From an optimization exercise on the open Yosys and OpenROAD flow, aimed at small area; shortcuts taken in it are not production practice.
At most, simulation tests tie the RTL to the original design; equivalence was not proved.
Only the layout flow was run in run 8; the RTL was not checked for function there.
Power figures rest on the tool's default switching activity, not on a simulated workload.

## flow/run.sh

```bash
#!/bin/bash
# synth_recipe.tcl (not shown) runs the flow's synth.tcl, then flattens the netlist and writes it again
# the make line also repeats each setting of config.mk as NAME=value (left out here)
make -C /OpenROAD-flow-scripts/flow DESIGN_CONFIG=/design/flow/config.mk WORK_HOME=/design/flow/orfs CLKGATE_MAP_FILE= SYNTH_SCRIPT=/design/flow/synth_recipe.tcl finish
```

## flow/config.mk

```make
export PLATFORM = sky130hd
export DESIGN_NAME = pipeline_top
export DESIGN_NICKNAME = pipeline_top
export VERILOG_FILES = /design/flow/design.v
export SDC_FILE = /design/flow/constraint.sdc
export NUM_CORES = 4
export LEC_CHECK = 0
export CAP_MARGIN = 20
export CORE_MARGIN = 2
export CORE_UTILIZATION = 40
export CTS_BUF_LIST = sky130_fd_sc_hd__clkbuf_8
export CTS_CLUSTER_DIAMETER = 50
export CTS_CLUSTER_SIZE = 18
export SLEW_MARGIN = 20
```

## flow/constraint.sdc

```tcl
create_clock -name core_clock -period 5.0 [get_ports {clk}]
set_input_delay 1.0000 -clock core_clock [delete_from_list [all_inputs] [get_ports {clk}]]
set_output_delay 1.0000 -clock core_clock [all_outputs]
set_load 0.01 [all_outputs]
```

## flow/design.v

```verilog
`timescale 1ns / 1ps
module pipeline_top(
    input         clk,
    input         reset,
    output [8:0]  imem_addr,
    input  [31:0] imem_rdata,
    output [7:0]  dmem_addr,
    input  [63:0] dmem_rdata,
    output [63:0] dmem_wdata,
    output        dmem_we
    );
    reg [8:0] pc;
    always @(posedge clk or posedge reset)
        if (reset) pc <= 9'd0;
        else       pc <= pc + 9'd1;
    assign imem_addr = pc;
    wire [3:0] f_op    = imem_rdata[31:28];
    wire       f_load  = (f_op == 4'b1010);
    wire       f_store = (f_op == 4'b1011);
    wire       f_wreg  = ~(f_store | (f_op == 4'b1111));
    wire       f_mem   = f_load | f_store;
    wire [1:0] f_dst   = f_load ? imem_rdata[27:26] : imem_rdata[23:22];
    reg       d_mem, d_wreg;
    reg [1:0] d_ra, d_dst;
    reg [7:0] d_addr;
    always @(posedge clk or posedge reset)
        if (reset) begin
            d_mem  <= 1'b0;
            d_wreg <= 1'b0;
        end else begin
            d_mem  <= f_mem;
            d_wreg <= f_wreg;
        end
    always @(posedge clk) begin
        d_ra   <= imem_rdata[27:26];
        d_dst  <= f_dst;
        d_addr <= imem_rdata[21:14];
    end
    reg [63:0] r0, r1, r2, r3;
    reg [3:0]  valid;
    wire [3:0] rsel;
    assign rsel[0] = valid[0] & (d_ra == 2'd0);
    assign rsel[1] = valid[1] & (d_ra == 2'd1);
    assign rsel[2] = valid[2] & (d_ra == 2'd2);
    assign rsel[3] = valid[3] & (d_ra == 2'd3);
    wire [63:0] rdata = ({64{rsel[0]}} & r0) | ({64{rsel[1]}} & r1) |
                        ({64{rsel[2]}} & r2) | ({64{rsel[3]}} & r3);
    reg        e_mem, e_wreg;
    reg [1:0]  e_dst;
    reg [7:0]  e_addr;
    reg [63:0] e_val;
    always @(posedge clk or posedge reset)
        if (reset) begin
            e_mem  <= 1'b0;
            e_wreg <= 1'b0;
        end else begin
            e_mem  <= d_mem;
            e_wreg <= d_wreg;
        end
    always @(posedge clk) begin
        e_dst  <= d_dst;
        e_addr <= d_addr;
        e_val  <= rdata;
    end
    reg        m_mem, m_wreg;
    reg [1:0]  m_dst;
    reg [7:0]  m_addr;
    reg [63:0] m_val;
    always @(posedge clk or posedge reset)
        if (reset) begin
            m_mem  <= 1'b0;
            m_wreg <= 1'b0;
        end else begin
            m_mem  <= e_mem;
            m_wreg <= e_wreg;
        end
    always @(posedge clk) begin
        m_dst  <= e_dst;
        m_addr <= e_addr;
        m_val  <= e_val;
    end
    wire   m_load     = m_mem & m_wreg;
    assign dmem_we    = m_mem & ~m_wreg;
    assign dmem_addr  = m_addr;
    assign dmem_wdata = m_val;
    reg        w_wreg;
    reg [1:0]  w_dst;
    reg [63:0] w_val;
    always @(posedge clk or posedge reset)
        if (reset) w_wreg <= 1'b0;
        else       w_wreg <= m_wreg;
    always @(posedge clk) begin
        w_dst <= m_dst;
        w_val <= m_load ? dmem_rdata : m_val;
    end
    wire [3:0] we;
    assign we[0] = w_wreg & (w_dst == 2'd0);
    assign we[1] = w_wreg & (w_dst == 2'd1);
    assign we[2] = w_wreg & (w_dst == 2'd2);
    assign we[3] = w_wreg & (w_dst == 2'd3);
    always @(posedge clk or posedge reset)
        if (reset) valid <= 4'b0;
        else       valid <= valid | we;
    always @(posedge clk) begin
        if (we[0]) r0 <= w_val;
        if (we[1]) r1 <= w_val;
        if (we[2]) r2 <= w_val;
        if (we[3]) r3 <= w_val;
    end
endmodule
```

==> results.py, run 1 <==
metrics = {
    "clocking": {
        "clkLatencyLatePin_ps": 630,
        "cts_made_buffers": 43,
        "cts_hold_buffers": 0,
        "ctsResizeCount": 0,
        "cts_buffer_depth": 3,
        "cts_setup_buffers": 0,
        "clkTransAtPathRegs_ps": 100,
        "cts_tree": "yes",
        "cts.sinks": 502,
        "htreeDepth": 2,
        "cts_root_buf": "clkbuf_8",
    },
    "yosys": {
        "ys_async_sr_fraction_pct": 3.98,
        "seq_area_frac_synth_pct": 83.0,
        "syn-num-nets": 943,
        "synth_area_leaders": "edfxtp_1 (50%), dfxtp_1 (30%), a22oi_1 (5.8%), mux2_2 (4.9%), dfrtp_1 (3.3%)",
        "synth_top_area_share_pct": 50.2,
        "syn_inst": 844,
        "ys_warn_count": 1,
        "synth_top_area_cell": "edfxtp_1",
        "synthTopCellsByCount": "edfxtp_1 (256), dfxtp_1 (226), a22oi_1 (118), mux2_2 (66), o21ai_1 (35)",
        "syn-cell-area_um2": 15300,
        "syn_avg_cell_area_um2": 18.1,
        "synth_seq_cells": 502,
        "synth_edf_count": 256,
        "yosysMostFrequentCell": "edfxtp_1",
        "synthFlopType": "edfxtp_1",
        "synth.distinct_cells": 31,
    },
    "floorplanning": {
        "num_rows": 71,
        "coreArea_um2": 37700,
        "start_util_pct": 40.7,
        "die_y_um": 200,
        "die_w_um": 200,
        "dieArea_um2": 39900,
        "io_pins": 180,
    },
    "sta": {
        "timing.hold.ws_ps": 327,
        "setup_viol": 0,
        "clock_skew_ps": 20.8,
        "clock.fmax_mhz": 359,
        "grt_setup_unrepaired": "false",
        "final.min_clock_period_ps": 2790,
        "hold_violations": 0,
        "finalWorstSetupSlack_ps": 2210,
        "post-route-period-util_pct": 55.7,
        "setup-tns-final_ps": 0,
        "drv_slew": 0,
        "max_slew_margin_pct": 32.6,
        "tightestPinTransition_ps": 1010,
    },
    "place": {
        "pre_cts_ws_ps": 2500,
        "placed_cell_area_um2": 17400,
        "gp_congestion": 0.664,
        "dp_hpwl_um": 15900,
        "port_buffers": 163,
    },
    "power_and_ir_drop": {
        "powerDensity_nw_per_um2": 434,
        "clockPowerShare_pct": 32.1,
        "p_seq_share_pct": 61.3,
        "switching_share_pct": 22.8,
        "p_int_mw": 6.19,
        "ir_drop_mv": 0.212,
        "p_comb_share_pct": 6.7,
        "power.switching_mw": 1.83,
        "p_leak_nw": 6.61,
    },
    "drt": {
        "vias_per_cell": 4.81,
        "initialDrtViolationCount": 381,
        "first_pass_iters": 4,
        "ant_nets": 0,
        "drt-wirelength-per-cell_um": 19.1,
        "via_count": 7550,
        "route.detailed.drc": 0,
        "routed_wl_um": 29900,
    },
    "final_layout": {
        "antenna_cells": 0,
        "drive_gt1_share_pct": 15.5,
        "synthToLayoutAreaGrowth_pct": 20.6,
        "nFillCells": 3211,
        "seq_area_um2": 12700,
        "multi_input_area_um2": 2340,
        "utilization_pct": 49.0,
        "final_nets": 1122,
        "stdcell_area_um2": 18500,
    },
    "grt": {
        "overflow": 0,
        "met1_usage_pct": 20.5,
        "grt.met2_usage_pct": 24.8,
        "grt_pass1_wl_um": 44900,
        "top_usage_layer": "met2",
        "grt.total_usage_pct": 15.3,
        "grt_pass1_vias": 7765,
        "antenna_found_initial": 0,
        "grt_max_degree": 65,
        "use_met3_pct": 3.61,
    },
    "setup_path": {
        "crit_required_ps": 4000,
        "start_kind": "flip-flop",
        "crit_type": "reg -> out",
        "endpoint_kind": "primary output",
        "worstPathMaxFanout": 3,
        "critical_path_arrival_ps": 1790,
    },
    "status": {
        "status": "complete, no violations",
    },
    "flow_run": {
        "drv_cap": 0,
    },
    "worst_hold_path": {
        "hp-class": "reg -> reg",
    },
}
-- logic make-up after synthesis --
group / count (synthesis) / synth area share [%]
xor+xnor: 7 / 0.400
simple gates: 47 / 1.64
mux: 66 / 4.85
fa+ha+maj: 1 / 0.0817
flops: 502 / 83.0
compound gates: 177 / 8.01
buf+inv: 44 / 2.02
-- path summary, 6_finish.rpt --
check | cells past startpoint | to | from | slack, ps
setup / recovery | 2 | dmem_we | m_wreg$_DFF_PP0_ | 2210
hold / removal | 0 | m_dst[1]$_DFF_P_ | e_dst[1]$_DFF_P_ | 330
setup reg to reg | 3 | e_val[53]$_DFF_P_ | d_ra[1]$_DFF_P_ | 2600
hold reg to reg | 0 | m_dst[1]$_DFF_P_ | e_dst[1]$_DFF_P_ | 330
max in group asynchronous | 2 | pc[4]$_DFF_PP0_ | reset | 3680
min in group asynchronous | 2 | m_mem$_DFF_PP0_ | reset | 820
-- flip-flops by register name, indices dropped and copies added (netlist names), 2 cells and up --
| name | flops |
|---|---|
| r1 | 64 |
| m_val | 64 |
| valid | 4 |
| m_addr | 8 |
| r0 | 64 |
| d_dst | 2 |
| w_dst | 2 |
| pc | 9 |
| r2 | 64 |
| e_addr | 8 |
| d_addr | 8 |
| r3 | 64 |
| e_dst | 2 |
| d_ra | 2 |
| w_val | 64 |
| m_dst | 2 |
| e_val | 64 |
-- cells in the final DEF (no fill, tap or decap), types with 2 or more instances in the layout --
| cell type | count |
|---|---|
| bufinv_16 | 5 |
| o21ai_1 | 35 |
| clkbuf_8 | 45 |
| dfxtp_1 | 225 |
| clkinv_8 | 2 |
| nor2b_1 | 2 |
| inv_1 | 13 |
| o21ai_0 | 14 |
| nand2_1 | 18 |
| a22oi_2 | 2 |
| xnor2_1 | 3 |
| nor3b_4 | 2 |
| inv_12 | 2 |
| clkdlybuf4s50_1 | 163 |
| clkinv_4 | 4 |
| a32oi_1 | 8 |
| a22oi_1 | 118 |
| edfxtp_1 | 256 |
| or2_2 | 4 |
| nor2_1 | 4 |
| dfrtp_1 | 20 |
| xor2_1 | 4 |
| nand3_1 | 5 |
| buf_4 | 10 |
| and3_4 | 2 |
| mux2_2 | 66 |
| and3b_4 | 2 |
| inv_6 | 4 |
| clkinvlp_4 | 4 |
-- critical path, stage by stage, from the launching register on --
cell and delay [ps]:
dfrtp_1 430, nor2b_1 150, clkdlybuf4s50_1 590
-- through the flow --
| step | instances | power, mW |
|---|---|---|
| finish | 1569 | 8.02 |
| global route | 1569 | 8.35 |
| CTS | 1567 | 8.13 |
| detailed placement | 1487 | 5.55 |
| global placement | 1486 | 5.53 |
| floorplan | 844 | 5.22 |
-- routing by layer --
layer,up-vias,wire (µm)
met5,-,0
met4,0,550
met3,42,1530
met2,175,14100
met1,3778,13800
li1,3555,-
-- power by group through the flow --
stage               Combinational (mW)  Clock (mW)  Sequential [mW]
finish                           0.537        2.57             4.91
global route                     0.586        2.81             4.95
CTS                              0.548        2.66             4.91
detailed placement               0.543           0             5.00
global placement                 0.541           0             4.99
floorplan                        0.232           0             4.98
-- cell type report --
class,instances,area share [%]
Inverter,2,0.0407
Multi-Input combinational cell,298,12.7
Clock buffer,45,3.35
Clock inverter,35,2.01
Sequential cell,502,68.9
Tap cell,511,3.46
Timing Repair Buffer,176,9.58
==> run 2: changes to the inputs <==
==> flow/flow/run.sh (new file) <==
#!/bin/bash
# Standard ORFS layout (standard.sh) with smaller port buffers and a tuned clock tree.
set -euo pipefail
bash standard.sh \
  BUFFER_PORTS_ARGS="-buffer_cell sky130_fd_sc_hd__buf_1" \
  CTS_ARGS="-sink_clustering_enable -repair_clock_nets -dont_use_dummy_load -buf_list sky130_fd_sc_hd__clkbuf_4 -sink_clustering_size 10 -sink_clustering_max_diameter 50"  \
  finish > standard_flow.log 2>&1
==> flow/standard.sh (new file) <==
#!/bin/bash
# synth_recipe.tcl (not shown) runs the flow's synth.tcl, then flattens the netlist and writes it again
# the make line also repeats each setting of config.mk as NAME=value (left out here)
make -C /OpenROAD-flow-scripts/flow DESIGN_CONFIG=/design/flow/config.mk WORK_HOME=/design/flow/orfs CLKGATE_MAP_FILE= SYNTH_SCRIPT=/design/flow/synth_recipe.tcl "${@:-finish}"
--- a/flow/config.mk
+++ b/flow/config.mk
@@ -8,7 +8,4 @@
 export CAP_MARGIN = 20
 export CORE_MARGIN = 2
 export CORE_UTILIZATION = 40
-export CTS_BUF_LIST = sky130_fd_sc_hd__clkbuf_8
-export CTS_CLUSTER_DIAMETER = 50
-export CTS_CLUSTER_SIZE = 18
 export SLEW_MARGIN = 20
removed: flow/run.sh
==> results.py, run 2 <==
metrics = {
    "drt": {
        "via_count": 7542,
        "first_pass_iters": 5,
        "initialDrtViolationCount": 289,
        "drt-wirelength-per-cell_um": 19.0,
        "routed_wl_um": 29300,
        "vias_per_cell": 4.88,
        "ant_nets": 0,
        "route.detailed.drc": 0,
    },
    "setup_path": {
        "worstPathCellList": "nor2b_1 -> buf_1",
        "r2r_setup_slack_ps": 2600,
        "r2r-end": "e_val[12]$_DFF_P_",
        "endpoint_kind": "primary output",
        "worstSetupPathDepth": 2,
        "cp_num_buf_inv": 1,
        "r2r_start": "d_ra[1]$_DFF_P_",
        "start_kind": "flip-flop",
        "r2r_cells": 5,
        "slowest_stage": "dfrtp_1",
        "critical_path_arrival_ps": 1490,
        "worstPathMaxFanout": 3,
        "cp_top_family": "flip-flops",
        "crit_type": "reg -> out",
        "endpoint": "dmem_we",
        "crit_path_max_incr_delay_ps": 430,
        "startpoint": "m_wreg$_DFF_PP0_",
        "crit_required_ps": 4000,
    },
    "power_and_ir_drop": {
        "p_seq_share_pct": 70.0,
        "ir_drop_mv": 0.271,
        "p_leak_nw": 5.89,
        "p_comb_share_pct": 5.8,
        "switching_share_pct": 22.5,
        "power.switching_mw": 1.58,
        "clockPowerShare_pct": 24.1,
        "powerDensity_nw_per_um2": 416,
        "p_int_mw": 5.43,
    },
    "clocking": {
        "cts_tree": "yes",
        "cts_buffer_depth": 3,
        "ctsResizeCount": 0,
        "cts_made_buffers": 57,
        "clkTransAtPathRegs_ps": 100,
        "clkLatencyLatePin_ps": 770,
        "cts_root_buf": "clkbuf_4",
        "cts.sinks": 502,
        "cts_hold_buffers": 0,
        "htreeDepth": 2,
        "cts_setup_buffers": 0,
    },
    "final_layout": {
        "stdcell_area_um2": 16800,
        "final_common_cell": "edfxtp_1",
        "layout_common_cells": "edfxtp_1 (256), dfxtp_1 (225), buf_1 (163)",
        "fin_cells": 1544,
        "final_nets": 1132,
        "synthToLayoutAreaGrowth_pct": 10.0,
        "drive_gt1_share_pct": 14.5,
    },
    "status": {
        "status": "complete, no violations",
    },
    "sta": {
        "drv_slew": 0,
        "tightestPinTransition_ps": 1000,
        "final.min_clock_period_ps": 2490,
        "setup_viol": 0,
        "setup-tns-final_ps": 0,
        "max_slew_margin_pct": 33.3,
        "hold_violations": 0,
        "clock.fmax_mhz": 402,
        "grt_setup_unrepaired": "false",
        "post-route-period-util_pct": 49.8,
        "clock_skew_ps": 51.3,
    },
    "yosys": {
        "synth_top_area_cell": "edfxtp_1",
        "syn-num-nets": 943,
        "synth_seq_cells": 502,
        "syn_avg_cell_area_um2": 18.1,
        "synth_area_leaders": "edfxtp_1 (50%), dfxtp_1 (30%), a22oi_1 (5.8%), mux2_2 (4.9%), dfrtp_1 (3.3%)",
        "yosysMostFrequentCell": "edfxtp_1",
        "synth_edf_count": 256,
        "synth.distinct_cells": 31,
        "seq_area_frac_synth_pct": 83.0,
        "synthFlopType": "edfxtp_1",
        "ys_async_sr_fraction_pct": 3.98,
        "synth_top_area_share_pct": 50.2,
        "syn-cell-area_um2": 15300,
        "ys_warn_count": 1,
        "syn_inst": 844,
        "synthTopCellsByCount": "edfxtp_1 (256), dfxtp_1 (226), a22oi_1 (118), mux2_2 (66), o21ai_1 (35)",
    },
    "grt": {
        "grt_pass1_vias": 7593,
        "overflow": 0,
        "grt.total_usage_pct": 14.9,
        "grt_pass1_wl_um": 43800,
        "grt_max_degree": 65,
        "antenna_found_initial": 1,
    },
    "place": {
        "port_buffers": 163,
        "gp_congestion": 0.681,
        "dp_hpwl_um": 14800,
        "dp_cells": 1484,
        "placed_cell_area_um2": 16400,
    },
    "floorplanning": {
        "die_y_um": 200,
        "num_rows": 71,
        "dieArea_um2": 39900,
        "start_util_pct": 40.7,
        "io_pins": 180,
        "coreArea_um2": 37700,
        "die_w_um": 200,
    },
    "worst_hold_path": {
        "hp-class": "reg -> reg",
    },
    "flow_run": {
        "drv_cap": 0,
    },
}
run 2: how the worst min path moves through the flow:
stage,from,endpoint,slack (ps),cells past startpoint
floorplan,d_addr[0]$_DFF_P_,e_addr[0]$_DFF_P_,310,0
global placement,d_addr[7]$_DFF_P_,e_addr[7]$_DFF_P_,310,0
detailed placement,e_val[12]$_DFF_P_,m_val[12]$_DFF_P_,310,0
CTS,imem_rdata[20],d_addr[6]$_DFF_P_,200,1
global route,imem_rdata[19],d_addr[5]$_DFF_P_,230,1
finish,e_val[28]$_DFF_P_,m_val[28]$_DFF_P_,330,0
run 2: power groups by stage:
stage               sequential [mW]  combinational, mW  clock, mW
floorplan                      4.98              0.232          0
global placement               4.99              0.420          0
detailed placement             5.00              0.419          0
CTS                            4.91              0.422       1.80
global route                   4.95              0.456       1.93
finish                         4.91              0.410       1.69
run 2: metal layers:
| metal | up-vias | share of wire [%] | wire length [µm] | GRT usage (%) |
|---|---|---|---|---|
| met5 | - | 0 | 0 | 0 |
| met4 | 0 | 2.3 | 675 | 5.76 |
| met1 | 3741 | 46 | 13400 | 19.8 |
| met3 | 52 | 5.1 | 1490 | 3.36 |
| li1 | 3563 | - | - | - |
| met2 | 186 | 47 | 13800 | 23.8 |
run 2: metrics by stage:
| step | setup slack, ps | util (%) | power (mW) | hold WS, ps |
|---|---|---|---|---|
| 2_1_floorplan | 1400 | - | 5.22 | 310 |
| 3_3_place_gp | 2570 | 43.5 | 5.41 | 310 |
| 3_5_place_dp | 2570 | 43.5 | 5.42 | 312 |
| 4_1_cts | 2370 | 44.6 | 7.13 | 195 |
| 5_1_grt | 2330 | 44.7 | 7.34 | 225 |
| 6_report | 2510 | 44.7 | 7.01 | 326 |
run 2: cells by family after synthesis:
kind of cell,Yosys count,synth area share (%)
buffers and inverters,44,2.02
AOI/OAI and AO/OA,177,8.01
DFF,502,83.0
muxes,66,4.85
adders and majority gates,1,0.0817
xor gates and xnor gates,7,0.400
and+or+nand+nor,47,1.64
run 2: area by class of cell:
cell class                 instances  area [µm²]
clock buffer                      57         428
fill                            3357       20800
timing repair buffer             172         712
inverter                           2        7.51
multi-input combinational        298        2340
tap                              511         639
sequential                       502       12700
antenna                            2        5.00
==> run 3: changes to the inputs <==
--- a/flow/config.mk
+++ b/flow/config.mk
@@ -5,7 +5,7 @@
 export SDC_FILE = /design/flow/constraint.sdc
 export NUM_CORES = 4
 export LEC_CHECK = 0
-export CAP_MARGIN = 20
+export CAP_MARGIN = 0
 export CORE_MARGIN = 2
 export CORE_UTILIZATION = 40
-export SLEW_MARGIN = 20
+export SLEW_MARGIN = 0
==> results.py, run 3 <==
metrics = {
    "status": {
        "status": "complete, no violations",
    },
    "grt": {
        "grt_pass1_vias": 7593,
        "overflow": 0,
        "grt.total_usage_pct": 14.9,
        "antenna_found_initial": 1,
        "grt_pass1_wl_um": 43800,
        "grt_max_degree": 65,
    },
    "power_and_ir_drop": {
        "ir_drop_mv": 0.271,
        "powerDensity_nw_per_um2": 416,
        "power_mw": 7.00,
        "p_leak_nw": 5.87,
    },
    "worst_hold_path": {
        "worstHoldStart": "e_val[28]$_DFF_P_",
        "hold_depth": 0,
        "hold_end": "m_val[28]$_DFF_P_",
        "hp-class": "reg -> reg",
    },
    "floorplanning": {
        "io_pins": 180,
        "dieArea_um2": 39900,
        "coreArea_um2": 37700,
        "num_rows": 71,
        "die_w_um": 200,
        "die_y_um": 200,
        "start_util_pct": 40.7,
    },
    "clocking": {
        "cts_root_buf": "clkbuf_4",
        "clkTransAtPathRegs_ps": 100,
        "cts.sinks": 502,
        "cts_hold_buffers": 0,
        "cts_made_buffers": 57,
        "cts_tree": "yes",
        "cts_setup_buffers": 0,
        "cts_buffer_depth": 3,
        "ctsResizeCount": 0,
        "clkLatencyLatePin_ps": 770,
        "htreeDepth": 2,
    },
    "yosys": {
        "ys_warn_count": 1,
        "seq_area_frac_synth_pct": 83.0,
        "yosysMostFrequentCell": "edfxtp_1",
        "synth.distinct_cells": 31,
        "syn_avg_cell_area_um2": 18.1,
        "synth_edf_count": 256,
        "synth_area_leaders": "edfxtp_1 (50%), dfxtp_1 (30%), a22oi_1 (5.8%), mux2_2 (4.9%), dfrtp_1 (3.3%)",
        "ys_async_sr_fraction_pct": 3.98,
        "syn_inst": 844,
        "synth_top_area_cell": "edfxtp_1",
        "syn-num-nets": 943,
        "synth_seq_cells": 502,
        "synth_top_area_share_pct": 50.2,
        "syn-cell-area_um2": 15300,
        "synthFlopType": "edfxtp_1",
        "synthTopCellsByCount": "edfxtp_1 (256), dfxtp_1 (226), a22oi_1 (118), mux2_2 (66), o21ai_1 (35)",
    },
    "drt": {
        "routed_wl_um": 29300,
        "first_pass_iters": 4,
        "route.detailed.drc": 0,
        "via_count": 7520,
        "drt-wirelength-per-cell_um": 19.0,
        "vias_per_cell": 4.87,
        "initialDrtViolationCount": 330,
        "ant_nets": 0,
    },
    "setup_path": {
        "r2r_setup_slack_ps": 2600,
        "slowest_stage": "dfrtp_1",
        "r2r_start": "d_ra[1]$_DFF_P_",
        "crit_path_max_incr_delay_ps": 430,
        "r2r-end": "e_val[12]$_DFF_P_",
        "endpoint_kind": "primary output",
        "crit_required_ps": 4000,
        "worstPathCellList": "nor2b_1 -> buf_1",
        "r2r_cells": 5,
        "critical_path_arrival_ps": 1480,
        "start_kind": "flip-flop",
        "crit_type": "reg -> out",
        "worstPathMaxFanout": 3,
    },
    "place": {
        "gp_congestion": 0.681,
        "port_buffers": 163,
        "dp_hpwl_um": 14800,
    },
    "final_layout": {
        "layout_common_cells": "edfxtp_1 (256), dfxtp_1 (225), buf_1 (163)",
        "drive_gt1_share_pct": 14.4,
        "final_common_cell": "edfxtp_1",
        "utilization_pct": 44.7,
        "final_nets": 1131,
        "nFillCells": 3360,
        "synthToLayoutAreaGrowth_pct": 9.83,
    },
    "sta": {
        "drv_slew": 0,
        "max_slew_margin_pct": 29.5,
        "hold_violations": 0,
        "clock.fmax_mhz": 403,
        "tightestPinTransition_ps": 1060,
        "grt_setup_unrepaired": "false",
        "setup-tns-final_ps": 0,
        "final.min_clock_period_ps": 2480,
        "timing.hold.ws_ps": 325,
        "post-route-period-util_pct": 49.7,
        "clock_skew_ps": 53.8,
        "setup_viol": 0,
    },
    "flow_run": {
        "drv_cap": 0,
    },
}
==> run 3: cell count changes in the layout (fill, tap and decap cells not counted), sizes merged <==
cell and change:
buf -1
==> run 3: worst max-delay path by stage <==
stage	startpoint	to	slack, ps	cells after the start
6_report	m_wreg$_DFF_PP0_	dmem_we	2520	2
3_3_place_gp	d_ra[1]$_DFF_P_	e_val[12]$_DFF_P_	2570	5
4_1_cts	m_wreg$_DFF_PP0_	dmem_we	2370	2
3_5_place_dp	d_ra[1]$_DFF_P_	e_val[12]$_DFF_P_	2570	5
5_1_grt	m_mem$_DFF_PP0_	dmem_we	2330	2
2_1_floorplan	w_dst[1]$_DFF_P_	r2[0]$_DFFE_PP_	1400	2
==> run 3: kinds of logic after synthesis <==
| group | after synthesis | synth area share (%) |
|---|---|---|
| buffers and inverters | 44 | 2.02 |
| adders and majority gates | 1 | 0.0817 |
| AOI/OAI and AO/OA | 177 | 8.01 |
| and+or+nand+nor | 47 | 1.64 |
| muxes | 66 | 4.85 |
| xor gates and xnor gates | 7 | 0.400 |
| DFF | 502 | 83.0 |
==> run 3: layout make-up <==
| class | instances | area [µm²] | share of cell area, % |
|---|---|---|---|
| flip-flops and latches | 502 | 12700 | 75.6 |
| multi-input cells | 298 | 2340 | 13.9 |
| well taps | 511 | 639 | 3.80 |
| inverters | 2 | 7.51 | 0.0446 |
| repair buffers | 171 | 684 | 4.07 |
| clock buffers | 57 | 428 | 2.54 |
| diodes | 2 | 5.00 | 0.0298 |
==> run 3: metal layers <==
| metal | GRT usage (%) | wire length, µm | vias to the layer above |
|---|---|---|---|
| li1 | - | - | 3559 |
| met4 | 5.76 | 636 | 0 |
| met5 | 0 | 0 | - |
| met3 | 3.36 | 1520 | 52 |
| met1 | 19.8 | 13300 | 3722 |
| met2 | 23.8 | 13800 | 187 |
==> run 3: worst max-delay path: cells and delay by family (launching register included) <==
family / cells / cell delay, ps
buf+inv: 1 / 190
simple gates: 1 / 120
flops: 1 / 430
==> run 3: power by group <==
group	total (mW)	switching, mW	leakage (nW)	internal (mW)
logic	0.407	0.250	1.06	0.158
registers	4.91	0.160	4.55	4.75
clock network	1.69	1.16	0.262	0.522
==> run 3: per-stage QoR <==
step,cells,setup slack [ps],area (µm²)
2_1_floorplan,844,1400,15300
3_3_place_gp,1484,2570,16400
3_5_place_dp,1484,2570,16400
4_1_cts,1541,2370,16800
5_1_grt,1543,2330,16800
6_report,1543,2520,16800
==> run 4: changes to the inputs <==
--- a/flow/config.mk
+++ b/flow/config.mk
@@ -7,5 +7,6 @@
 export LEC_CHECK = 0
 export CAP_MARGIN = 0
 export CORE_MARGIN = 2
-export CORE_UTILIZATION = 40
+export CORE_UTILIZATION = 55
+export PLACE_DENSITY = 0.7
 export SLEW_MARGIN = 0
==> results.py, run 4 <==
metrics = {
    "status": {
        "status": "complete, no violations",
    },
    "sta": {
        "timing.hold.ws_ps": 326,
        "drv_slew": 0,
        "hold_violations": 0,
        "grt_setup_unrepaired": "false",
        "tightestPinTransition_ps": 1100,
        "clock.fmax_mhz": 397,
        "max_slew_margin_pct": 26.4,
        "final.min_clock_period_ps": 2520,
        "setup-tns-final_ps": 0,
        "setup_viol": 0,
        "clock_skew_ps": 51.2,
        "post-route-period-util_pct": 50.4,
    },
    "clocking": {
        "cts_tree": "yes",
        "clkLatencyLatePin_ps": 680,
        "cts.sinks": 502,
        "clkTransAtPathRegs_ps": 110,
        "cts_hold_buffers": 0,
        "cts_root_buf": "clkbuf_4",
        "cts_made_buffers": 56,
        "cts_setup_buffers": 0,
        "htreeDepth": 2,
        "cts_buffer_depth": 3,
        "ctsResizeCount": 0,
    },
    "power_and_ir_drop": {
        "ir_drop_mv": 0.213,
        "powerDensity_nw_per_um2": 417,
        "p_leak_nw": 5.87,
    },
    "floorplanning": {
        "die_w_um": 171,
        "io_pins": 180,
        "dieArea_um2": 29200,
        "die_y_um": 171,
        "coreArea_um2": 27600,
        "num_rows": 61,
        "start_util_pct": 55.4,
    },
    "yosys": {
        "ys_async_sr_fraction_pct": 3.98,
        "syn_avg_cell_area_um2": 18.1,
        "syn-cell-area_um2": 15300,
        "synth_area_leaders": "edfxtp_1 (50%), dfxtp_1 (30%), a22oi_1 (5.8%), mux2_2 (4.9%), dfrtp_1 (3.3%)",
        "synth_edf_count": 256,
        "synthTopCellsByCount": "edfxtp_1 (256), dfxtp_1 (226), a22oi_1 (118), mux2_2 (66), o21ai_1 (35)",
        "syn_inst": 844,
        "syn-num-nets": 943,
        "synth_top_area_cell": "edfxtp_1",
        "synthFlopType": "edfxtp_1",
        "ys_warn_count": 1,
        "synth_top_area_share_pct": 50.2,
        "synth_seq_cells": 502,
        "yosysMostFrequentCell": "edfxtp_1",
        "synth.distinct_cells": 31,
        "seq_area_frac_synth_pct": 83.0,
    },
    "place": {
        "port_buffers": 163,
        "gp_congestion": 0.680,
        "dp_hpwl_um": 13700,
    },
    "drt": {
        "route.detailed.drc": 0,
        "initialDrtViolationCount": 464,
        "drt-wirelength-per-cell_um": 18.5,
        "routed_wl_um": 26100,
        "first_pass_iters": 5,
        "ant_nets": 0,
        "vias_per_cell": 5.31,
        "via_count": 7483,
    },
    "setup_path": {
        "critical_path_arrival_ps": 3130,
        "crit_type": "reg -> reg",
        "start_kind": "flip-flop",
        "r2r_start": "d_ra[0]$_DFF_P_",
        "startpoint": "d_ra[0]$_DFF_P_",
        "endpoint_kind": "flip-flop",
        "crit_path_max_incr_delay_ps": 800,
        "crit_required_ps": 5610,
        "r2r_cells": 4,
        "worstPathMaxFanout": 38,
        "slowest_stage": "dfxtp_1",
        "worstPathCellList": "and3_2 -> buf_4 -> a22oi_1 -> o21ai_1",
    },
    "worst_hold_path": {
        "hp-class": "reg -> reg",
        "worstHoldStart": "e_val[25]$_DFF_P_",
        "hold_depth": 0,
    },
    "grt": {
        "grt_pass1_wl_um": 39700,
        "grt_max_degree": 66,
        "antenna_found_initial": 1,
        "overflow": 0,
        "grt.total_usage_pct": 18.0,
        "grt_pass1_vias": 7279,
    },
    "flow_run": {
        "drv_cap": 0,
    },
    "final_layout": {
        "layout_common_cells": "edfxtp_1 (256), dfxtp_1 (225), buf_1 (163)",
        "drive_gt1_share_pct": 14.3,
        "synthToLayoutAreaGrowth_pct": 8.67,
        "final_common_cell": "edfxtp_1",
        "final_nets": 1130,
    },
}
==> run 4: cell types whose count changed in the layout (fill, tap and decap cells not counted) <==
cell,previous run,this run
clkbuf_4,57,56
and3_2,0,1
and3_4,2,1
==> run 4: per-layer routing <==
layer	vias to the layer above	part of all wire (%)	global-route usage (%)
li1	3556	-	-
met4	0	1.5	4.68
met3	43	6.5	4.02
met5	-	0	0
met1	3633	46	26.0
met2	251	46	27.9
==> run 4: power breakdown <==
part	total [mW]	internal, mW	leakage, nW	switching [mW]
sequential	4.91	4.75	4.55	0.160
combinational	0.405	0.157	1.06	0.248
clock	1.63	0.515	0.258	1.12
==> run 4: path summary, 6_finish.rpt <==
| path | endpoint | slack [ps] |
|---|---|---|
| min in group asynchronous | valid[2]$_DFF_PP0_ | 420 |
| setup reg to reg | e_val[36]$_DFF_P_ | 2480 |
| hold / removal | m_val[25]$_DFF_P_ | 330 |
| hold reg to reg | m_val[25]$_DFF_P_ | 330 |
| setup / recovery | e_val[36]$_DFF_P_ | 2480 |
| max in group asynchronous | valid[0]$_DFF_PP0_ | 4080 |
==> run 4: critical path: cells and delay by family (launching register included) <==
family | cells | cell delay (ps)
AO/OA/AOI/OAI | 2 | 290
buffers and inverters | 1 | 570
flip-flops | 1 | 800
AND/OR/NAND/NOR | 1 | 780
==> run 4: cell type report <==
cell class	instances	area [µm²]
sequential	502	12700
fill	2099	11000
multi-input combinational	298	2340
timing repair buffer	171	684
tap	378	473
clock buffer	56	420
inverter	2	7.51
antenna	2	5.00
==> run 4: cells by family after synthesis <==
group	Yosys count	synth area share [%]
buffers and inverters	44	2.02
adder cells (fa/ha/maj)	1	0.0817
flip-flops	502	83.0
AND/OR/NAND/NOR	47	1.64
XOR/XNOR	7	0.400
AO/OA/AOI/OAI	177	8.01
multiplexers	66	4.85
==> run 4: per-stage QoR <==
step	instances	instance area, µm²	utilization (%)	setup slack [ps]	total power, mW
floorplan	844	15300	-	1400	5.22
global placement	1351	16200	58.7	2520	5.40
detailed placement	1351	16200	58.7	2470	5.41
CTS	1407	16600	60.2	2450	7.02
global route	1409	16600	60.2	2280	7.26
finish	1409	16600	60.2	2480	6.95
==> run 5: changes to the inputs <==
==> flow/flow/run.sh (replaced) <==
#!/bin/bash
# Standard ORFS layout (standard.sh) with smaller port buffers and a tuned clock tree.
set -euo pipefail
bash standard.sh \
  BUFFER_PORTS_ARGS="-buffer_cell sky130_fd_sc_hd__buf_1" \
  CTS_ARGS="-sink_clustering_enable -repair_clock_nets -dont_use_dummy_load -buf_list sky130_fd_sc_hd__clkbuf_8 -sink_clustering_size 24 -sink_clustering_max_diameter 40"  \
  finish > standard_flow.log 2>&1
==> flow/config.mk (replaced) <==
export PLATFORM = sky130hd
export DESIGN_NAME = pipeline_top
export DESIGN_NICKNAME = pipeline_top
export VERILOG_FILES = /design/flow/design.v
export SDC_FILE = /design/flow/constraint.sdc
export NUM_CORES = 4
export LEC_CHECK = 0
export CAP_MARGIN = 20
export CORE_MARGIN = 2
export CORE_UTILIZATION = 70
export SLEW_MARGIN = 20
==> results.py, run 5 <==
metrics = {
    "sta": {
        "clock.fmax_mhz": 360,
        "tightestPinTransition_ps": 1150,
        "clock_skew_ps": 43.0,
        "grt_setup_unrepaired": "false",
        "setup-tns-final_ps": 0,
        "post-route-period-util_pct": 55.5,
        "setup_viol": 0,
        "timing.hold.ws_ps": 300,
        "drv_slew": 0,
        "hold_violations": 0,
        "final.min_clock_period_ps": 2780,
        "max_slew_margin_pct": 23.4,
    },
    "yosys": {
        "seq_area_frac_synth_pct": 83.0,
        "synthTopCellsByCount": "edfxtp_1 (256), dfxtp_1 (226), a22oi_1 (118), mux2_2 (66), o21ai_1 (35)",
        "syn_inst": 844,
        "synth_top_family_by_area": "compound AO/OA/AOI/OAI gates",
        "synth-simple-area-share_pct": 1.64,
        "synthMuxAreaShare_pct": 4.85,
        "syn-num-nets": 943,
        "synth_edf_count": 256,
        "synth_top_area_cell": "edfxtp_1",
        "yosysMostFrequentCell": "edfxtp_1",
        "synth-adder-area-share_pct": 0.0817,
        "synth_area_leaders": "edfxtp_1 (50%), dfxtp_1 (30%), a22oi_1 (5.8%), mux2_2 (4.9%), dfrtp_1 (3.3%)",
        "synth_top_area_share_pct": 50.2,
        "synth-xor-area-share_pct": 0.400,
        "synthFlopType": "edfxtp_1",
        "synth_seq_cells": 502,
        "ys_async_sr_fraction_pct": 3.98,
        "synth.distinct_cells": 31,
        "synth_compound_area_share_pct": 8.01,
        "ys_warn_count": 1,
        "syn-cell-area_um2": 15300,
        "syn_avg_cell_area_um2": 18.1,
    },
    "clocking": {
        "cts_hold_buffers": 0,
        "cts_setup_buffers": 0,
        "htreeDepth": 2,
        "cts.sinks": 502,
        "clkLatencyLatePin_ps": 570,
        "cts_root_buf": "clkbuf_8",
        "cts_buffer_depth": 3,
        "cts_made_buffers": 42,
        "ctsResizeCount": 0,
        "clkTransAtPathRegs_ps": 90,
        "cts_tree": "yes",
    },
    "setup_path": {
        "crit_required_ps": 5450,
        "critical_path_arrival_ps": 3220,
        "worstPathCellList": "buf_4 -> and3_2 -> buf_4 -> a22oi_1 -> o21ai_1",
        "crit_path_frequent_cell": "buf_4",
        "r2r_start": "d_ra[1]$_DFF_P_",
        "worstPathMaxFanout": 54,
        "slowest_stage": "and3_2",
        "start_kind": "flip-flop",
        "r2r_cells": 5,
        "endpoint_kind": "flip-flop",
        "r2r-end": "e_val[22]$_DFF_P_",
        "r2r_setup_slack_ps": 2220,
        "crit_type": "reg -> reg",
        "crit_path_max_incr_delay_ps": 1030,
    },
    "final_layout": {
        "stdcell_area_um2": 16700,
        "drive_gt1_share_pct": 13.1,
        "layout_common_cells": "edfxtp_1 (256), dfxtp_1 (225), buf_1 (163)",
        "antenna_cells": 0,
        "final_nets": 1115,
        "synthToLayoutAreaGrowth_pct": 8.74,
        "final_common_cell": "edfxtp_1",
        "nFillCells": 1273,
    },
    "grt": {
        "antenna_found_initial": 0,
        "use_met3_pct": 4.05,
        "grt_pass1_wl_um": 42700,
        "grt_pass1_vias": 8041,
        "top_usage_layer": "met2",
        "grt.met2_usage_pct": 38.8,
        "met1_usage_pct": 32.9,
        "grt.total_usage_pct": 23.6,
        "grt_max_degree": 66,
        "overflow": 0,
    },
    "drt": {
        "initialDrtViolationCount": 522,
        "vias_per_cell": 5.90,
        "routed_wl_um": 27300,
        "drt-wirelength-per-cell_um": 21.1,
        "ant_nets": 0,
        "route.detailed.drc": 0,
        "via_count": 7630,
        "first_pass_iters": 4,
    },
    "flow_run": {
        "drv_cap": 0,
    },
    "place": {
        "port_buffers": 163,
        "placed_cell_area_um2": 16100,
        "gp_congestion": 0.724,
        "dp_hpwl_um": 14900,
    },
    "worst_hold_path": {
        "worstHoldStart": "e_val[22]$_DFF_P_",
        "hp-class": "reg -> reg",
        "hold_depth": 0,
        "hold_end": "m_val[22]$_DFF_P_",
    },
    "floorplanning": {
        "io_pins": 180,
        "start_util_pct": 70.8,
        "die_w_um": 152,
        "num_rows": 54,
        "die_y_um": 152,
        "dieArea_um2": 23100,
        "coreArea_um2": 21600,
    },
    "power_and_ir_drop": {
        "power.switching_mw": 1.54,
        "power_mw": 7.20,
        "powerDensity_nw_per_um2": 432,
        "ir_drop_mv": 0.284,
        "clockPowerShare_pct": 26.0,
        "switching_share_pct": 21.3,
        "p_comb_share_pct": 5.7,
        "p_int_mw": 5.66,
        "p_leak_nw": 5.90,
        "p_seq_share_pct": 68.4,
    },
    "status": {
        "status": "complete, no violations",
    },
}
-- run 5: per-layer routing --
metal	routed length [µm]	part of all wire, %	vias to the layer above
li1	-	-	3501
met1	11600	42	3778
met2	13300	49	302
met3	1840	6.7	49
met4	659	2.4	0
met5	0	0	-
-- run 5: how the worst max path moves through the flow --
stage | start | to | slack (ps)
3_5_place_dp | d_ra[1]$_DFF_P_ | e_val[34]$_DFF_P_ | 2260
6_report | d_ra[1]$_DFF_P_ | e_val[22]$_DFF_P_ | 2220
3_3_place_gp | d_ra[1]$_DFF_P_ | e_val[28]$_DFF_P_ | 2250
2_1_floorplan | w_dst[1]$_DFF_P_ | r2[0]$_DFFE_PP_ | 1400
4_1_cts | d_ra[1]$_DFF_P_ | e_val[22]$_DFF_P_ | 2230
5_1_grt | d_ra[1]$_DFF_P_ | e_val[63]$_DFF_P_ | 2030
-- run 5: layout make-up --
cell class / count / area [µm²] / area share (%)
clock buffers: 42 / 578 / 3.47
multi-input cells: 298 / 2340 / 14.1
flip-flops and latches: 502 / 12700 / 76.3
well taps: 280 / 350 / 2.10
repair buffers: 170 / 664 / 3.99
inverters: 2 / 7.51 / 0.0451
-- run 5: cell families (layout without fill, tap and decap cells) --
family	after synthesis	in the layout
XOR/XNOR	7	7
AO/OA/AOI/OAI	177	177
AND/OR/NAND/NOR	47	47
buffers and inverters	44	214
multiplexers	66	66
flip-flops	502	502
adder cells (fa/ha/maj)	1	1
-- run 5: worst max-delay path, delay by kind of cell, from the launching register on --
family	cells	cell delay, ps
and+or+nand+nor	1	1030
AOI/OAI and AO/OA	2	230
buffers and inverters	2	1060
DFF	1	320
-- run 5: power groups by stage --
stage	Sequential [mW]	Clock, mW	Combinational, mW
floorplan	4.98	0	0.232
global placement	4.97	0	0.403
detailed placement	5.01	0	0.410
CTS	4.92	1.91	0.414
global route	4.95	2.06	0.445
finish	4.92	1.87	0.407
-- run 5: stage by stage --
stage / setup slack, ps / util [%] / instances
floorplan: 1400 / - / 844
global placement: 2250 / 74.4 / 1252
detailed placement: 2260 / 74.4 / 1252
CTS: 2230 / 77.0 / 1294
global route: 2030 / 77.0 / 1294
finish: 2220 / 77.0 / 1294
==> run 6: changes to the inputs <==
==> flow/flow/run.sh (replaced) <==
#!/bin/bash
# Standard ORFS layout (standard.sh) with smaller port buffers and a tuned clock tree.
set -euo pipefail
bash standard.sh \
  BUFFER_PORTS_ARGS="-buffer_cell sky130_fd_sc_hd__buf_1" \
  CTS_ARGS="-sink_clustering_enable -repair_clock_nets -dont_use_dummy_load -buf_list sky130_fd_sc_hd__clkbuf_4 -sink_clustering_size 12 -sink_clustering_max_diameter 40"  \
  finish > standard_flow.log 2>&1
--- a/flow/config.mk
+++ b/flow/config.mk
@@ -7,5 +7,5 @@
 export LEC_CHECK = 0
 export CAP_MARGIN = 20
 export CORE_MARGIN = 2
-export CORE_UTILIZATION = 70
+export CORE_UTILIZATION = 60
 export SLEW_MARGIN = 20
==> results.py, run 6 <==
metrics = {
    "yosys": {
        "yosysMostFrequentCell": "edfxtp_1",
        "synth_seq_cells": 502,
        "syn-cell-area_um2": 15300,
        "syn_avg_cell_area_um2": 18.1,
        "seq_area_frac_synth_pct": 83.0,
        "synthTopCellsByCount": "edfxtp_1 (256), dfxtp_1 (226), a22oi_1 (118), mux2_2 (66), o21ai_1 (35)",
        "synthFlopType": "edfxtp_1",
        "ys_warn_count": 1,
        "ys_async_sr_fraction_pct": 3.98,
        "syn-num-nets": 943,
        "synth_area_leaders": "edfxtp_1 (50%), dfxtp_1 (30%), a22oi_1 (5.8%), mux2_2 (4.9%), dfrtp_1 (3.3%)",
        "synth_edf_count": 256,
        "synth.distinct_cells": 31,
        "synth_top_area_cell": "edfxtp_1",
        "syn_inst": 844,
        "synth_top_area_share_pct": 50.2,
    },
    "grt": {
        "grt_max_degree": 66,
        "grt_pass1_vias": 7992,
        "grt.total_usage_pct": 21.3,
        "overflow": 0,
        "antenna_found_initial": 1,
        "grt_pass1_wl_um": 43100,
    },
    "setup_path": {
        "cp_num_buf_inv": 1,
        "slowest_stage": "and3_2",
        "crit_path_max_incr_delay_ps": 920,
        "worstPathMaxFanout": 35,
        "r2r_cells": 4,
        "crit_required_ps": 5590,
        "worstSetupPathDepth": 4,
        "cp_top_family": "simple AND/OR/NAND/NOR gates",
        "worstPathCellList": "and3_2 -> buf_4 -> a22oi_1 -> o21ai_1",
        "start_kind": "flip-flop",
        "endpoint_kind": "flip-flop",
        "critical_path_arrival_ps": 3180,
        "crit_type": "reg -> reg",
    },
    "sta": {
        "grt_setup_unrepaired": "false",
        "clock.fmax_mhz": 387,
        "clock_skew_ps": 42.7,
        "max_slew_margin_pct": 25.3,
        "post-route-period-util_pct": 51.7,
        "hold_violations": 0,
        "tightestPinTransition_ps": 1120,
        "drv_slew": 0,
        "finalWorstSetupSlack_ps": 2420,
        "setup_viol": 0,
        "timing.hold.ws_ps": 315,
        "setup-tns-final_ps": 0,
        "final.min_clock_period_ps": 2580,
    },
    "final_layout": {
        "final_common_cell": "edfxtp_1",
        "utilization_pct": 65.9,
        "final_nets": 1125,
        "drive_gt1_share_pct": 14.0,
        "layout_common_cells": "edfxtp_1 (256), dfxtp_1 (225), buf_1 (163)",
        "stdcell_area_um2": 16600,
        "synthToLayoutAreaGrowth_pct": 8.10,
        "fin_cells": 1357,
        "nFillCells": 1849,
    },
    "clocking": {
        "cts_made_buffers": 52,
        "cts.sinks": 502,
        "clkTransAtPathRegs_ps": 110,
        "cts_root_buf": "clkbuf_4",
        "cts_buffer_depth": 3,
        "ctsResizeCount": 0,
        "clkLatencyLatePin_ps": 690,
        "cts_setup_buffers": 0,
        "htreeDepth": 2,
        "cts_hold_buffers": 0,
        "cts_tree": "yes",
    },
    "drt": {
        "first_pass_iters": 4,
        "initialDrtViolationCount": 440,
        "drt-wirelength-per-cell_um": 20.9,
        "vias_per_cell": 5.63,
        "route.detailed.drc": 0,
        "via_count": 7635,
        "routed_wl_um": 28400,
        "ant_nets": 0,
    },
    "floorplanning": {
        "dieArea_um2": 26800,
        "io_pins": 180,
        "num_rows": 58,
        "coreArea_um2": 25100,
        "start_util_pct": 61.0,
        "die_y_um": 164,
        "die_w_um": 164,
    },
    "power_and_ir_drop": {
        "p_leak_nw": 5.85,
        "ir_drop_mv": 0.245,
        "powerDensity_nw_per_um2": 418,
        "power_mw": 6.93,
    },
    "status": {
        "status": "complete, no violations",
    },
    "worst_hold_path": {
        "hp-class": "reg -> reg",
        "hold_depth": 0,
    },
    "place": {
        "placed_cell_area_um2": 16100,
        "dp_cells": 1301,
        "pre_cts_ws_ps": 2420,
        "dp_hpwl_um": 15100,
        "gp_congestion": 0.733,
        "port_buffers": 163,
    },
    "flow_run": {
        "drv_cap": 0,
    },
}
[run 6: cell types whose count changed in the layout (fill, tap and decap cells not counted), sizes merged]
cell | previous run | this run
clkbuf | 42 | 52
diode | 0 | 3
[run 6: routing by layer]
metal	GRT usage (%)	routed length, µm	vias up
li1	-	-	3550
met1	29.4	12400	3787
met2	35.4	13800	246
met3	4.02	1680	52
met4	5.82	557	0
met5	0	0	-
[run 6: cell families after synthesis]
kind of cell	count (synthesis)	synth area share [%]
fa+ha+maj	1	0.0817
xor+xnor	7	0.400
mux	66	4.85
simple gates	47	1.64
compound gates	177	8.01
flops	502	83.0
buf+inv	44	2.02
[run 6: area by class of cell]
type / count / area, µm² / area share (%)
clock buffer: 52 / 390 / 2.36
timing repair buffer: 170 / 684 / 4.13
multi-input combinational: 298 / 2340 / 14.1
tap: 330 / 413 / 2.49
inverter: 2 / 7.51 / 0.0453
sequential: 502 / 12700 / 76.8
antenna: 3 / 7.51 / 0.0453
[run 6: final timing paths]
kind                              startpoint                 end  slack (ps)
setup / recovery             d_ra[0]$_DFF_P_   e_val[17]$_DFF_P_        2420
hold / removal             e_val[36]$_DFF_P_   m_val[36]$_DFF_P_         320
setup reg to reg             d_ra[0]$_DFF_P_   e_val[17]$_DFF_P_        2420
hold reg to reg            e_val[36]$_DFF_P_   m_val[36]$_DFF_P_         320
max in group asynchronous              reset  valid[0]$_DFF_PP0_        4090
min in group asynchronous              reset    w_wreg$_DFF_PP0_         410
[run 6: report_power, final]
part | switching (mW) | leakage, nW | internal, mW
combinational | 0.257 | 1.06 | 0.157
sequential | 0.162 | 4.55 | 4.75
clock | 1.12 | 0.239 | 0.479
[run 6: worst reg2reg max path, stage by stage (launching register included)]
cell and delay (ps):
dfxtp_1 740, and3_2 920, buf_4 540, a22oi_1 130
o21ai_1 160
==> run 7: changes to the inputs <==
==> flow/flow/run.sh (replaced) <==
#!/bin/bash
# Standard ORFS layout (standard.sh) with smaller port buffers and a tuned clock tree.
set -euo pipefail
bash standard.sh \
  BUFFER_PORTS_ARGS="-buffer_cell sky130_fd_sc_hd__buf_1" \
  CTS_ARGS="-sink_clustering_enable -repair_clock_nets -dont_use_dummy_load -buf_list sky130_fd_sc_hd__clkbuf_16 -sink_clustering_size 40 -sink_clustering_max_diameter 50"  \
  finish > standard_flow.log 2>&1
==> results.py, run 7 <==
metrics = {
    "grt": {
        "grt_pass1_vias": 7853,
        "grt_pass1_wl_um": 42800,
        "overflow": 0,
        "antenna_found_initial": 0,
        "grt_max_degree": 66,
        "grt.total_usage_pct": 21.1,
    },
    "final_layout": {
        "layout_common_cells": "edfxtp_1 (256), dfxtp_1 (225), buf_1 (163)",
        "utilization_pct": 67.9,
        "synthToLayoutAreaGrowth_pct": 11.4,
        "nFillCells": 1766,
        "final_nets": 1109,
        "antenna_cells": 0,
        "final_common_cell": "edfxtp_1",
        "drive_gt1_share_pct": 12.6,
    },
    "setup_path": {
        "crit_path_max_incr_delay_ps": 930,
        "worstPathCellList": "and3_2 -> buf_4 -> a22oi_1 -> o21ai_1",
        "worstPathMaxFanout": 35,
        "cp_num_buf_inv": 1,
        "cp_top_family": "simple AND/OR/NAND/NOR gates",
        "crit_type": "reg -> reg",
        "critical_path_arrival_ps": 2990,
        "start_kind": "flip-flop",
        "crit_required_ps": 5420,
        "r2r_setup_slack_ps": 2430,
        "slowest_stage": "and3_2",
        "endpoint_kind": "flip-flop",
    },
    "yosys": {
        "syn_avg_cell_area_um2": 18.1,
        "synth_edf_count": 256,
        "synth_top_area_cell": "edfxtp_1",
        "synth_area_leaders": "edfxtp_1 (50%), dfxtp_1 (30%), a22oi_1 (5.8%), mux2_2 (4.9%), dfrtp_1 (3.3%)",
        "syn_inst": 844,
        "yosysMostFrequentCell": "edfxtp_1",
        "synthFlopType": "edfxtp_1",
        "ys_async_sr_fraction_pct": 3.98,
        "synthTopCellsByCount": "edfxtp_1 (256), dfxtp_1 (226), a22oi_1 (118), mux2_2 (66), o21ai_1 (35)",
        "synth.distinct_cells": 31,
        "synth_top_area_share_pct": 50.2,
        "syn-num-nets": 943,
        "synth_seq_cells": 502,
        "ys_warn_count": 1,
        "syn-cell-area_um2": 15300,
        "seq_area_frac_synth_pct": 83.0,
    },
    "sta": {
        "finalWorstSetupSlack_ps": 2430,
        "drv_slew": 0,
        "clock_skew_ps": 28.9,
        "hold_violations": 0,
        "setup_viol": 0,
        "tightestPinTransition_ps": 1090,
        "grt_setup_unrepaired": "false",
        "final.min_clock_period_ps": 2570,
        "clock.fmax_mhz": 389,
        "max_slew_margin_pct": 27.2,
        "setup-tns-final_ps": 0,
        "post-route-period-util_pct": 51.4,
    },
    "worst_hold_path": {
        "hp-class": "reg -> reg",
    },
    "flow_run": {
        "drv_cap": 0,
    },
    "floorplanning": {
        "coreArea_um2": 25100,
        "dieArea_um2": 26800,
        "start_util_pct": 61.0,
        "io_pins": 180,
        "num_rows": 58,
        "die_w_um": 164,
        "die_y_um": 164,
    },
    "power_and_ir_drop": {
        "power_mw": 7.84,
        "p_comb_share_pct": 5.3,
        "switching_share_pct": 20.7,
        "powerDensity_nw_per_um2": 460,
        "clockPowerShare_pct": 32.0,
        "p_seq_share_pct": 62.7,
        "power.switching_mw": 1.62,
        "ir_drop_mv": 0.395,
        "p_leak_nw": 6.05,
        "p_int_mw": 6.22,
    },
    "clocking": {
        "cts.sinks": 502,
        "ctsResizeCount": 0,
        "cts_root_buf": "clkbuf_16",
        "cts_tree": "yes",
        "cts_setup_buffers": 0,
        "htreeDepth": 2,
        "clkTransAtPathRegs_ps": 90,
        "clkLatencyLatePin_ps": 520,
        "cts_hold_buffers": 0,
        "cts_buffer_depth": 3,
        "cts_made_buffers": 37,
    },
    "place": {
        "gp_congestion": 0.733,
        "port_buffers": 163,
        "pre_cts_ws_ps": 2420,
        "dp_hpwl_um": 15100,
    },
    "drt": {
        "first_pass_iters": 5,
        "routed_wl_um": 28300,
        "ant_nets": 0,
        "route.detailed.drc": 0,
        "via_count": 7522,
        "initialDrtViolationCount": 496,
        "drt-wirelength-per-cell_um": 21.1,
        "vias_per_cell": 5.62,
    },
    "status": {
        "status": "complete, no violations",
    },
}
-- run 7: cell counts after synthesis --
Identical to the previous run, type by type.
-- run 7: kinds of logic after synthesis --
logic type                 share of synthesized area, %
AOI/OAI and AO/OA                                  8.01
buffers and inverters                              2.02
adders and majority gates                        0.0817
muxes                                              4.85
xor gates and xnor gates                          0.400
and+or+nand+nor                                    1.64
DFF                                                83.0
-- run 7: routing by layer --
metal | up-vias | GRT usage (%) | share of wire [%]
li1 | 3500 | - | -
met1 | 3777 | 29.2 | 44
met2 | 207 | 35.7 | 49
met3 | 38 | 3.26 | 4.8
met4 | 0 | 5.38 | 1.7
met5 | - | 0 | 0
-- run 7: final timing paths --
| path | startpoint | to | depth (start not counted) |
|---|---|---|---|
| setup / recovery | d_ra[0]$_DFF_P_ | e_val[30]$_DFF_P_ | 4 |
| min in group asynchronous | reset | pc[5]$_DFF_PP0_ | 2 |
| hold / removal | e_val[33]$_DFF_P_ | m_val[33]$_DFF_P_ | 0 |
| max in group asynchronous | reset | valid[2]$_DFF_PP0_ | 2 |
| setup reg to reg | d_ra[0]$_DFF_P_ | e_val[30]$_DFF_P_ | 4 |
| hold reg to reg | e_val[33]$_DFF_P_ | m_val[33]$_DFF_P_ | 0 |
-- run 7: through the flow --
stage | std cells | hold slack, ps | cell area [µm²]
4_1_cts | 1338 | 306 | 17100
2_1_floorplan | 844 | 310 | 15300
3_5_place_dp | 1301 | 312 | 16100
3_3_place_gp | 1301 | 310 | 16100
5_1_grt | 1338 | 310 | 17100
6_report | 1338 | 303 | 17100
-- run 7: final cells by class --
class | count | area, µm² | area share (%)
Inverter | 2 | 7.51 | 0.0440
Tap cell | 330 | 413 | 2.42
Timing Repair Buffer | 169 | 657 | 3.85
Sequential cell | 502 | 12700 | 74.5
Clock buffer | 37 | 926 | 5.43
Multi-Input combinational cell | 298 | 2340 | 13.7
-- run 7: worst register-to-register path: stages, from the launching register on --
cell and delay [ps]:
dfxtp_1 720, and3_2 930, buf_4 550, a22oi_1 160
o21ai_1 130
-- run 7: power by group through the flow --
stage / registers, mW / logic, mW / clock network, mW
global placement: 4.97 / 0.412 / 0
finish: 4.92 / 0.412 / 2.51
global route: 4.95 / 0.454 / 2.72
floorplan: 4.98 / 0.232 / 0
CTS: 4.92 / 0.421 / 2.58
detailed placement: 5.01 / 0.416 / 0
==> run 8: changes to the inputs <==
--- a/flow/design.v
+++ b/flow/design.v
@@ -18,20 +18,21 @@
     wire       f_load  = (f_op == 4'b1010);
     wire       f_store = (f_op == 4'b1011);
     wire       f_wreg  = ~(f_store | (f_op == 4'b1111));
-    wire       f_mem   = f_load | f_store;
     wire [1:0] f_dst   = f_load ? imem_rdata[27:26] : imem_rdata[23:22];
-    reg       d_mem, d_wreg;
+    reg       d_store, d_wreg;
+    reg       d_load;
     reg [1:0] d_ra, d_dst;
     reg [7:0] d_addr;
     always @(posedge clk or posedge reset)
         if (reset) begin
-            d_mem  <= 1'b0;
-            d_wreg <= 1'b0;
+            d_store <= 1'b0;
+            d_wreg  <= 1'b0;
         end else begin
-            d_mem  <= f_mem;
-            d_wreg <= f_wreg;
+            d_store <= f_store;
+            d_wreg  <= f_wreg;
         end
     always @(posedge clk) begin
+        d_load <= f_load;
         d_ra   <= imem_rdata[27:26];
         d_dst  <= f_dst;
         d_addr <= imem_rdata[21:14];
@@ -45,42 +46,45 @@
     assign rsel[3] = valid[3] & (d_ra == 2'd3);
     wire [63:0] rdata = ({64{rsel[0]}} & r0) | ({64{rsel[1]}} & r1) |
                         ({64{rsel[2]}} & r2) | ({64{rsel[3]}} & r3);
-    reg        e_mem, e_wreg;
+    reg        e_store, e_wreg;
+    reg        e_load;
     reg [1:0]  e_dst;
     reg [7:0]  e_addr;
     reg [63:0] e_val;
     always @(posedge clk or posedge reset)
         if (reset) begin
-            e_mem  <= 1'b0;
-            e_wreg <= 1'b0;
+            e_store <= 1'b0;
+            e_wreg  <= 1'b0;
         end else begin
-            e_mem  <= d_mem;
-            e_wreg <= d_wreg;
+            e_store <= d_store;
+            e_wreg  <= d_wreg;
         end
     always @(posedge clk) begin
+        e_load <= d_load;
         e_dst  <= d_dst;
         e_addr <= d_addr;
         e_val  <= rdata;
     end
-    reg        m_mem, m_wreg;
+    reg        m_store, m_wreg;
+    reg        m_load;
     reg [1:0]  m_dst;
     reg [7:0]  m_addr;
     reg [63:0] m_val;
     always @(posedge clk or posedge reset)
         if (reset) begin
-            m_mem  <= 1'b0;
-            m_wreg <= 1'b0;
+            m_store <= 1'b0;
+            m_wreg  <= 1'b0;
         end else begin
-            m_mem  <= e_mem;
-            m_wreg <= e_wreg;
+            m_store <= e_store;
+            m_wreg  <= e_wreg;
         end
     always @(posedge clk) begin
+        m_load <= e_load;
         m_dst  <= e_dst;
         m_addr <= e_addr;
         m_val  <= e_val;
     end
-    wire   m_load     = m_mem & m_wreg;
-    assign dmem_we    = m_mem & ~m_wreg;
+    assign dmem_we    = m_store;
     assign dmem_addr  = m_addr;
     assign dmem_wdata = m_val;
     reg        w_wreg;
==> flow/run.sh (new file) <==
#!/bin/bash
# synth_recipe.tcl (not shown) runs the flow's synth.tcl, then flattens the netlist and writes it again
# the make line also repeats each setting of config.mk as NAME=value (left out here)
make -C /OpenROAD-flow-scripts/flow DESIGN_CONFIG=/design/flow/config.mk WORK_HOME=/design/flow/orfs CLKGATE_MAP_FILE= SYNTH_SCRIPT=/design/flow/synth_recipe.tcl finish
--- a/flow/config.mk
+++ b/flow/config.mk
@@ -7,5 +7,5 @@
 export LEC_CHECK = 0
 export CAP_MARGIN = 20
 export CORE_MARGIN = 2
-export CORE_UTILIZATION = 60
+export CORE_UTILIZATION = 40
 export SLEW_MARGIN = 20
removed: flow/flow/run.sh
removed: flow/standard.sh
==> results.py, run 8 <==
metrics = {
    "flow_run": {
        "drv_cap": 0,
    },
    "sta": {
        "max_slew_margin_pct": 27.3,
        "drv_slew": 0,
        "setup_viol": 0,
        "final.min_clock_period_ps": 2870,
        "post-route-period-util_pct": 57.4,
        "clock.fmax_mhz": 349,
        "timing.hold.ws_ps": 322,
        "tightestPinTransition_ps": 1090,
        "setup-tns-final_ps": 0,
        "hold_violations": 0,
        "grt_setup_unrepaired": "false",
        "clock_skew_ps": 9.83,
    },
    "drt": {
        "first_pass_iters": 5,
        "route.detailed.drc": 0,
        "drt-wirelength-per-cell_um": 18.5,
        "vias_per_cell": 4.74,
        "initialDrtViolationCount": 462,
        "via_count": 7413,
        "ant_nets": 0,
        "routed_wl_um": 28900,
    },
    "clocking": {
        "htreeDepth": 2,
        "cts_buffer_depth": 3,
        "cts_hold_buffers": 0,
        "clkLatencyLatePin_ps": 540,
        "cts_setup_buffers": 0,
        "clkTransAtPathRegs_ps": 60,
        "cts.sinks": 505,
        "cts_root_buf": "clkbuf_16",
        "cts_tree": "yes",
        "cts_made_buffers": 49,
        "ctsResizeCount": 0,
    },
    "floorplanning": {
        "die_w_um": 199,
        "num_rows": 71,
        "coreArea_um2": 37700,
        "dieArea_um2": 39800,
        "die_y_um": 199,
        "io_pins": 180,
        "start_util_pct": 40.5,
    },
    "power_and_ir_drop": {
        "p_int_mw": 7.04,
        "powerDensity_nw_per_um2": 466,
        "clockPowerShare_pct": 38.6,
        "p_comb_share_pct": 5.8,
        "p_leak_nw": 6.80,
        "power.switching_mw": 1.82,
        "power_mw": 8.85,
        "p_seq_share_pct": 55.6,
        "ir_drop_mv": 0.218,
        "switching_share_pct": 20.5,
    },
    "yosys": {
        "synth_top_area_share_pct": 50.3,
        "syn_avg_cell_area_um2": 18.4,
        "synth.distinct_cells": 31,
        "synthFlopType": "edfxtp_1",
        "yosysMostFrequentCell": "edfxtp_1",
        "synthTopCellsByCount": "edfxtp_1 (256), dfxtp_1 (229), a22oi_1 (98), mux2_2 (66), o21ai_0 (45)",
        "ys_warn_count": 1,
        "synth_edf_count": 256,
        "synth_top_area_cell": "edfxtp_1",
        "seq_area_frac_synth_pct": 83.7,
        "syn_inst": 831,
        "ys_async_sr_fraction_pct": 3.96,
        "synth_area_leaders": "edfxtp_1 (50%), dfxtp_1 (30%), mux2_2 (4.9%), a22oi_1 (4.8%), dfrtp_1 (3.3%)",
        "syn-num-nets": 930,
        "syn-cell-area_um2": 15300,
        "synth_seq_cells": 505,
    },
    "final_layout": {
        "utilization_pct": 50.4,
        "multi_input_area_um2": 2310,
        "stdcell_area_um2": 19000,
        "synthToLayoutAreaGrowth_pct": 24.4,
        "nFillCells": 3169,
        "layout_common_cells": "edfxtp_1 (256), dfxtp_1 (228), clkdlybuf4s50_1 (163)",
        "final_common_cell": "edfxtp_1",
        "drive_gt1_share_pct": 14.9,
        "final_nets": 1115,
        "antenna_cells": 0,
        "seq_area_um2": 12800,
    },
    "setup_path": {
        "r2r_cells": 5,
        "crit_type": "reg -> reg",
        "worstPathMaxFanout": 38,
        "r2r-end": "e_val[16]$_DFF_P_",
        "critical_path_arrival_ps": 3310,
        "endpoint_kind": "flip-flop",
        "startpoint": "d_ra[1]$_DFF_P_",
        "r2r_start": "d_ra[1]$_DFF_P_",
        "endpoint": "e_val[16]$_DFF_P_",
        "start_kind": "flip-flop",
        "r2r_setup_slack_ps": 2130,
        "crit_required_ps": 5450,
    },
    "place": {
        "dp_hpwl_um": 15600,
        "gp_congestion": 0.654,
        "placed_cell_area_um2": 17500,
        "port_buffers": 163,
    },
    "grt": {
        "grt_max_degree": 66,
        "grt_pass1_vias": 7570,
        "overflow": 0,
        "antenna_found_initial": 0,
        "grt_pass1_wl_um": 44100,
        "grt.total_usage_pct": 14.7,
    },
    "status": {
        "status": "complete, no violations",
    },
    "worst_hold_path": {
        "hp-class": "reg -> reg",
    },
}
[run 8: changes by cell type in the layout (fill, tap and decap cells not counted), moves of 17 or more]
| cell | before | now |
|---|---|---|
| a22oi_1 | 118 | 98 |
| buf_1 | 163 | 0 |
| o21ai_0 | 14 | 45 |
| clkbuf_1 | 0 | 17 |
| o21ai_1 | 35 | 4 |
| clkdlybuf4s50_1 | 0 | 163 |
[run 8: cell families (layout without fill, tap and decap cells)]
family	after synthesis	count (layout)	share of synthesized area, %
AOI/OAI and AO/OA	177	177	8.27
adders and majority gates	1	1	0.0819
muxes	66	66	4.87
and+or+nand+nor	31	31	1.18
DFF	505	505	83.7
xor gates and xnor gates	7	7	0.402
buffers and inverters	44	266	1.55
[run 8: cell type report]
| type | instances | share of cell area [%] |
|---|---|---|
| Clock inverter | 13 | 0.435 |
| Timing Repair Buffer | 175 | 9.20 |
| Inverter | 3 | 0.0593 |
| Sequential cell | 505 | 67.3 |
| Tap cell | 511 | 3.37 |
| Clock buffer | 75 | 7.50 |
| Multi-Input combinational cell | 282 | 12.2 |
[run 8: worst min-delay path by stage]
| stage | cells past startpoint | end | from |
|---|---|---|---|
| 3_5_place_dp | 0 | m_val[52]$_DFF_P_ | e_val[52]$_DFF_P_ |
| 6_report | 0 | m_val[55]$_DFF_P_ | e_val[55]$_DFF_P_ |
| 3_3_place_gp | 0 | m_load$_DFF_P_ | e_load$_DFF_P_ |
| 4_1_cts | 0 | m_val[43]$_DFF_P_ | e_val[43]$_DFF_P_ |
| 5_1_grt | 0 | m_val[45]$_DFF_P_ | e_val[45]$_DFF_P_ |
| 2_1_floorplan | 0 | e_addr[0]$_DFF_P_ | d_addr[0]$_DFF_P_ |
[run 8: per-stage QoR]
step | setup WS [ps] | instances
2_1_floorplan | 1390 | 831
3_3_place_gp | 2110 | 1475
3_5_place_dp | 2080 | 1476
4_1_cts | 2060 | 1564
5_1_grt | 1890 | 1564
6_report | 2130 | 1564
[run 8: worst max-delay path, cell delays in order, from the launching register on]
cell and delay (ps):
dfxtp_1 730, buf_4 360, and3b_2 850, buf_4 510, a22oi_1 150, o21ai_0 130
[run 8: layer usage]
layer | track usage [%] | up-vias | share of wire [%]
met3 | 3.34 | 45 | 5.5
met1 | 20.8 | 3645 | 47
met5 | 0 | - | 0
met4 | 4.01 | 0 | 2.0
li1 | - | 3530 | -
met2 | 22.8 | 193 | 45
[run 8: power groups by stage]
stage	logic, mW	clock network (mW)	registers [mW]
floorplan	0.214	0	4.99
global placement	0.515	0	5.00
detailed placement	0.517	0	5.01
CTS	0.522	3.51	4.93
global route	0.555	3.68	4.96
finish	0.510	3.42	4.92

-- afterwards: timing with drivers on the ports --
Ports are ideal in the flow. The routed layouts listed here were re-timed in OpenROAD.
Step 1 sets driving cells, clkbuf_16 on the clock port and buf_2 on the other inputs (assumed; they add their load-dependent delay and slew).
Step 2 adds t to the input delays and takes it off the output delays; t is the mean of the earliest and latest rising clock arrival at the registers after step 1. Input paths then give back, and output paths get back, about the clock's delay inside the block.
Slacks: no drivers / after step 1 / after step 2; pairs: no drivers / after step 1.
| run | t, ns | setup WS [ns] | cell pins on the clock port's net |
|---|---|---|---|
| run 1 | 0.661 | 2.213 / 2.165 / 2.599 | 1 |
| run 2 | 0.793 | 2.512 / 2.464 / 2.600 | 1 |
| run 3 | 0.788 | 2.517 / 2.471 / 2.596 | 1 |
| run 4 | 0.701 | 2.479 / 2.479 / 2.479 | 1 |
| run 5 | 0.590 | 2.223 / 2.223 / 2.223 | 1 |
| run 6 | 0.714 | 2.416 / 2.416 / 2.416 | 1 |
| run 7 | 0.551 | 2.430 / 2.430 / 2.430 | 1 |
| run 8 | 0.589 | 2.131 / 2.131 / 2.131 | 1 |
After both steps setup and hold are still met in every run listed.
